From an optimization exercise on the open Yosys and OpenROAD flow, aimed at small area and a short achievable clock period; shortcuts taken in it are not production practice. The RTL was checked by simulation tests, not by an equivalence proof against the original design. No activity file was given, so power comes from the tool's default toggle rates.

// alu_reg
module alu_reg (
  input clk,
  input [7:0] a,
  input [7:0] b,
  input [3:0] mode,
  output reg [7:0] s,
  output reg cout
);
For scale: roughly 670 cells after synthesis, about 30 I/O pins.
Settings: LEC_CHECK=0, ABC_AREA=1, CAP_MARGIN=20, CORE_MARGIN=2, CORE_UTILIZATION=40, CTS_BUF_LIST=sky130_fd_sc_hd__clkbuf_8, SETUP_SLACK_MARGIN=5, SLEW_MARGIN=20, TNS_END_PERCENT=0; clock period 11.0 ns.
standard.sh (not shown) runs the stock make flow with config.mk's settings and CLKGATE_MAP_FILE= SYNTH_SCRIPT=/design/flow/synth_recipe.tcl, a recipe that flattens the netlist after the stock synthesis.
==> flow/flow/run.sh <==
#!/bin/bash
set -euo pipefail
MARGIN=7
BUFCELL=sky130_fd_sc_hd__buf_1
sed -e "s/SETUP_SLACK_MARGIN=[-0-9.]*/SETUP_SLACK_MARGIN=${MARGIN}/" \
    -e "s/\"\\\${@:-finish}\"/BUFFER_PORTS_ARGS=\"-buffer_cell ${BUFCELL}\" REMOVE_ABC_BUFFERS=1 \"\${@:-finish}\"/" \
    standard.sh > layout.sh
bash standard.sh synth > make_synth.log 2>&1
bash layout.sh > make_layout.log 2>&1
Next try:
==> flow/flow/run.sh (replaced) <==
#!/bin/bash
set -euo pipefail
MARGIN=7
BUFCELL=sky130_fd_sc_hd__buf_1
sed -e "s/SETUP_SLACK_MARGIN=[-0-9.]*/SETUP_SLACK_MARGIN=${MARGIN}/" \
    -e "s/\"\\\${@:-finish}\"/BUFFER_PORTS_ARGS=\"-buffer_cell ${BUFCELL}\" SETUP_MOVE_SEQUENCE=unbuffer,sizeup,swap,clone,split \"\${@:-finish}\"/" \
    standard.sh > layout.sh
bash standard.sh synth > make_synth.log 2>&1
bash layout.sh > make_layout.log 2>&1
- CORE_UTILIZATION: 40 -> 33
After rerunning: The changed run finished clean; maximum frequency shrinks by 1.5%; cell area shrinks by 4.4%; via count shrinks by 5.6%; final cell count shrinks by 1.6%.
Next try:
==> flow/flow/run.sh (replaced) <==
#!/bin/bash
set -euo pipefail
MARGIN=7
BUFCELL=sky130_fd_sc_hd__buf_1
sed -e "s/SETUP_SLACK_MARGIN=[-0-9.]*/SETUP_SLACK_MARGIN=${MARGIN}/" \
    -e "s/\"\\\${@:-finish}\"/BUFFER_PORTS_ARGS=\"-buffer_cell ${BUFCELL}\" \"\${@:-finish}\"/" \
    standard.sh > layout.sh
bash standard.sh synth > make_synth.log 2>&1
bash layout.sh > make_layout.log 2>&1
- CORE_UTILIZATION: 33 -> 40
After rerunning: Via count increases by 4.8%. Setup slack is better by 210 ps. Cell count increases by 1.9%. Clock-buffer cell count increases by 1. Final area increases by 7.0%. Power increases by 2.0%. Area after synthesis is unchanged. Flip-flop and latch count does not change. Non-clock buffer count increases by 64. First-iteration DRC count decreases by 4.0%. Critical path depth decreases by 4.

---

== build 27 ==
Starting RTL as in the previous note.
==> flow/design.v (excerpt) <==
module alu_reg (
  input clk,
  input [7:0] a,
  input [7:0] b,
  input [3:0] mode,
  output reg [7:0] s,
  output reg cout
);
  reg [7:0] a_q, b_q;
  reg [3:0] mode_q;
  wire [7:0] s_w;
  wire cout_w;
  alu_8_bits alu (.s(s_w), .cout(cout_w), .mode(mode_q), .a(a_q), .b(b_q));
  always @(posedge clk) begin
    a_q <= a;
    b_q <= b;
    mode_q <= mode;
    s <= s_w;
    cout <= cout_w;
  end
endmodule
==> flow/config.mk <==
export PLATFORM = sky130hd
export DESIGN_NAME = alu_reg
export DESIGN_NICKNAME = alu_reg
export VERILOG_FILES = /design/flow/design.v
export SDC_FILE = /design/flow/constraint.sdc
export NUM_CORES = 4
export LEC_CHECK = 0
export ABC_AREA = 1
export CAP_MARGIN = 20
export CORE_MARGIN = 2
export CORE_UTILIZATION = 40
export CTS_BUF_LIST = sky130_fd_sc_hd__clkbuf_8
export SETUP_SLACK_MARGIN = 5
export SLEW_MARGIN = 20
export TNS_END_PERCENT = 0
==> flow/constraint.sdc <==
create_clock -name core_clock -period 11.0 [get_ports {clk}]
set_input_delay 2.2000 -clock core_clock [delete_from_list [all_inputs] [get_ports {clk}]]
set_output_delay 2.2000 -clock core_clock [all_outputs]
set_load 0.01 [all_outputs]
==> flow/flow/run.sh <==
#!/bin/bash
set -euo pipefail
MARGIN=7
BUFCELL=sky130_fd_sc_hd__buf_1
sed -e "s/SETUP_SLACK_MARGIN=[-0-9.]*/SETUP_SLACK_MARGIN=${MARGIN}/" \
    -e "s/\"\\\${@:-finish}\"/BUFFER_PORTS_ARGS=\"-buffer_cell ${BUFCELL}\" SETUP_MOVE_SEQUENCE=unbuffer,sizeup,swap,clone \"\${@:-finish}\"/" \
    standard.sh > layout.sh
bash standard.sh synth > make_synth.log 2>&1
bash layout.sh > make_layout.log 2>&1
Build 27 ran to completion and came out clean on the timing, design-rule and antenna checks.
For build 30, these inputs were changed with respect to build 27:
==> flow/flow/run.sh <==
#!/bin/bash
set -euo pipefail
MARGIN=7
BUFCELL=sky130_fd_sc_hd__buf_1
sed -e "s/SETUP_SLACK_MARGIN=[-0-9.]*/SETUP_SLACK_MARGIN=${MARGIN}/" \
    -e "s/\"\\\${@:-finish}\"/BUFFER_PORTS_ARGS=\"-buffer_cell ${BUFCELL}\" SETUP_MOVE_SEQUENCE=unbuffer,sizeup,swap,clone,split \"\${@:-finish}\"/" \
    standard.sh > layout.sh
bash standard.sh synth > make_synth.log 2>&1
bash layout.sh > make_layout.log 2>&1
- Cell area: build 30 worse than build 27
- When the final numbers for build 27 and build 30 were put side by side, the total power turned out to be smaller in build 27.
- Measured against each other, build 27 and build 30 differ in non-clock buffer count, the lower figure coming from build 27.
- Leakage power is lower on build 27
- The run showing the greater count of filler cells inserted in the layout is build 27.
- Build 30 ended up with a higher aggregate global-route resource usage than build 27 did.
Edits applied to the flow inputs when going from build 30 to build 73:
- changing CORE_UTILIZATION from 40 to 50
==> flow/flow/run.sh <==
#!/bin/bash
set -euo pipefail
MARGIN=7
BUFCELL=sky130_fd_sc_hd__buf_1
sed -e "s/SETUP_SLACK_MARGIN=[-0-9.]*/SETUP_SLACK_MARGIN=${MARGIN}/" \
    -e "s/\"\\\${@:-finish}\"/BUFFER_PORTS_ARGS=\"-buffer_cell ${BUFCELL}\" \"\${@:-finish}\"/" \
    standard.sh > layout.sh
bash standard.sh synth > make_synth.log 2>&1
bash layout.sh > make_layout.log 2>&1
### Flow results
Build 73 reached the end of the flow, and the finished layout is clean on the timing, design-rule and antenna checks. Diff build 30 -> build 73 | combinational cell fraction of total power | increase of 0.9 points. Build 73 — via count 201 higher, build 30 as reference. Build 73 ends up with a number of clock buffers in the layout that is 1 lower than in build 30. Build 73 vs build 30 on final clock period utilization by the worst path: build 73 is the lower one. Measured against build 30, the total power of build 73 comes out at 1.07 times the reference value. Build 73 against build 30: data arrival time of the worst path higher, part of the power in the clock network went up 1.1 points, first-iteration DRC count fell by about 30%.
## Diff of input files: build 79 against build 73
- CORE_UTILIZATION changed from 50 to 40
==> flow/flow/run.sh <==
#!/bin/bash
set -euo pipefail
MARGIN=6
BUFCELL=sky130_fd_sc_hd__buf_1
sed -e "s/SETUP_SLACK_MARGIN=[-0-9.]*/SETUP_SLACK_MARGIN=${MARGIN}/" \
    -e "s/\"\\\${@:-finish}\"/BUFFER_PORTS_ARGS=\"-buffer_cell ${BUFCELL}\" SETUP_MOVE_SEQUENCE=unbuffer,sizeup,swap,clone \"\${@:-finish}\"/" \
    standard.sh > layout.sh
bash standard.sh synth > make_synth.log 2>&1
bash layout.sh > make_layout.log 2>&1
### Flow results
NOTE: arrival time of data at the critical path endpoint in build 79 exceeds that of build 73
Per the comparison of build 79 with build 73, power density over the cells went up by 4.4%, maximum frequency went down by about 7%, floorplan die area went up by about 24%, flip-flop and latch power went up by about 5%, count of final setup violators was more or less identical.
Route | build 79 vs build 73 | wire shorter in build 79
The following lists how build 43 was set up differently from build 79:
- TNS_END_PERCENT changed from 0 to 20
==> flow/flow/run.sh <==
#!/bin/bash
set -euo pipefail
MARGIN=7
BUFCELL=sky130_fd_sc_hd__buf_1
sed -e "s/SETUP_SLACK_MARGIN=[-0-9.]*/SETUP_SLACK_MARGIN=${MARGIN}/" \
    -e "s/\"\\\${@:-finish}\"/BUFFER_PORTS_ARGS=\"-buffer_cell ${BUFCELL}\" SETUP_MOVE_SEQUENCE=unbuffer,sizeup,swap,clone,split \"\${@:-finish}\"/" \
    standard.sh > layout.sh
bash standard.sh synth > make_synth.log 2>&1
bash layout.sh > make_layout.log 2>&1
Build 43 was carried through to the last stage, and its layout satisfied the timing, design-rule and antenna checks. More vias were needed by build 43 than by build 79. | delay of the slowest critical-path stage | lower: build 43 |. The critical path endpoint comes out s[7] in one run and s[0] in the other, namely in build 79 and build 43 respectively. Build 43 vs. build 79: routed wire length on met2 saw an increase, total number of placement rows has remained practically unchanged. sky130_fd_sc_hd__fa_2 as the cell with the biggest individual delay on the critical path was reported by build 79, and sky130_fd_sc_hd__dfxtp_4 by build 43. Per the comparison of build 43 with build 79, met2 global-route usage went up by 3.6 points, minimum clock period after layout -0.33 ns, power in combinational cells lower, power consumed by sequential cells barely changed. Wire length went up slightly going from build 79 to build 43. Relative to build 79, the final weighted congestion of routability-driven global placement of build 43 is lower by 5.5%.
## Diff of input files: build 25 against build 43
- changing CORE_UTILIZATION from 40 to 50
- changing TNS_END_PERCENT from 20 to 0
[summary]
Build 43 tops out at a higher clock frequency than build 25. | via count of the routed design | build 43 vs build 25 | ≈ equal |. Between build 43 and build 25, the clock insertion delay at the later pin of the skew report does not differ in any meaningful way. Met2 wire length (build 25 vs. build 43) increases slightly. Core util | build 25 vs build 43 | build 25 higher.

==> re-timing with driven ports <==
The flow's constraints put no driver on any port. The routed layouts listed below were extracted and timed again, unchanged, in two steps.
Step 1 sets driving cells, clkbuf_16 on the clock port and buf_2 on the other inputs (assumed; they add their load-dependent delay and slew).
Step 2, shift: input delay + t, output delay - t, t = (earliest + latest rising clock arrival at the registers) / 2. This alone moves slack from input paths to output paths.
a / b / c = no drivers / after step 1 / after step 2; a / b = the first two.
run | t (ns) | setup WS [ns] | hold WS [ns] | clock arrival spread, ns
the first run of note 1 | 0.332 | 6.349 / 6.349 / 6.349 | 0.734 / 0.734 / 0.734 | 0.015 / 0.015
the second run of note 1 | 0.347 | 6.280 / 6.280 / 6.280 | 0.634 / 0.634 / 0.634 | 0.020 / 0.020
the third run of note 1 | 0.333 | 6.495 / 6.495 / 6.495 | 0.712 / 0.712 / 0.712 | 0.015 / 0.015
build 27 | 0.331 | 6.184 / 6.184 / 6.184 | 0.655 / 0.655 / 0.655 | 0.015 / 0.014
build 30 | 0.331 | 6.328 / 6.328 / 6.328 | 0.659 / 0.659 / 0.659 | 0.014 / 0.014
build 73 | 0.326 | 6.362 / 6.362 / 6.362 | 0.698 / 0.698 / 0.698 | 0.010 / 0.010
build 79 | 0.336 | 5.996 / 5.996 / 5.996 | 0.646 / 0.646 / 0.646 | 0.007 / 0.006
build 43 | 0.331 | 6.328 / 6.328 / 6.328 | 0.659 / 0.659 / 0.659 | 0.014 / 0.014
build 25 | 0.336 | 6.303 / 6.303 / 6.303 | 0.654 / 0.654 / 0.654 | 0.010 / 0.010
After both steps setup and hold are still met in every run listed.
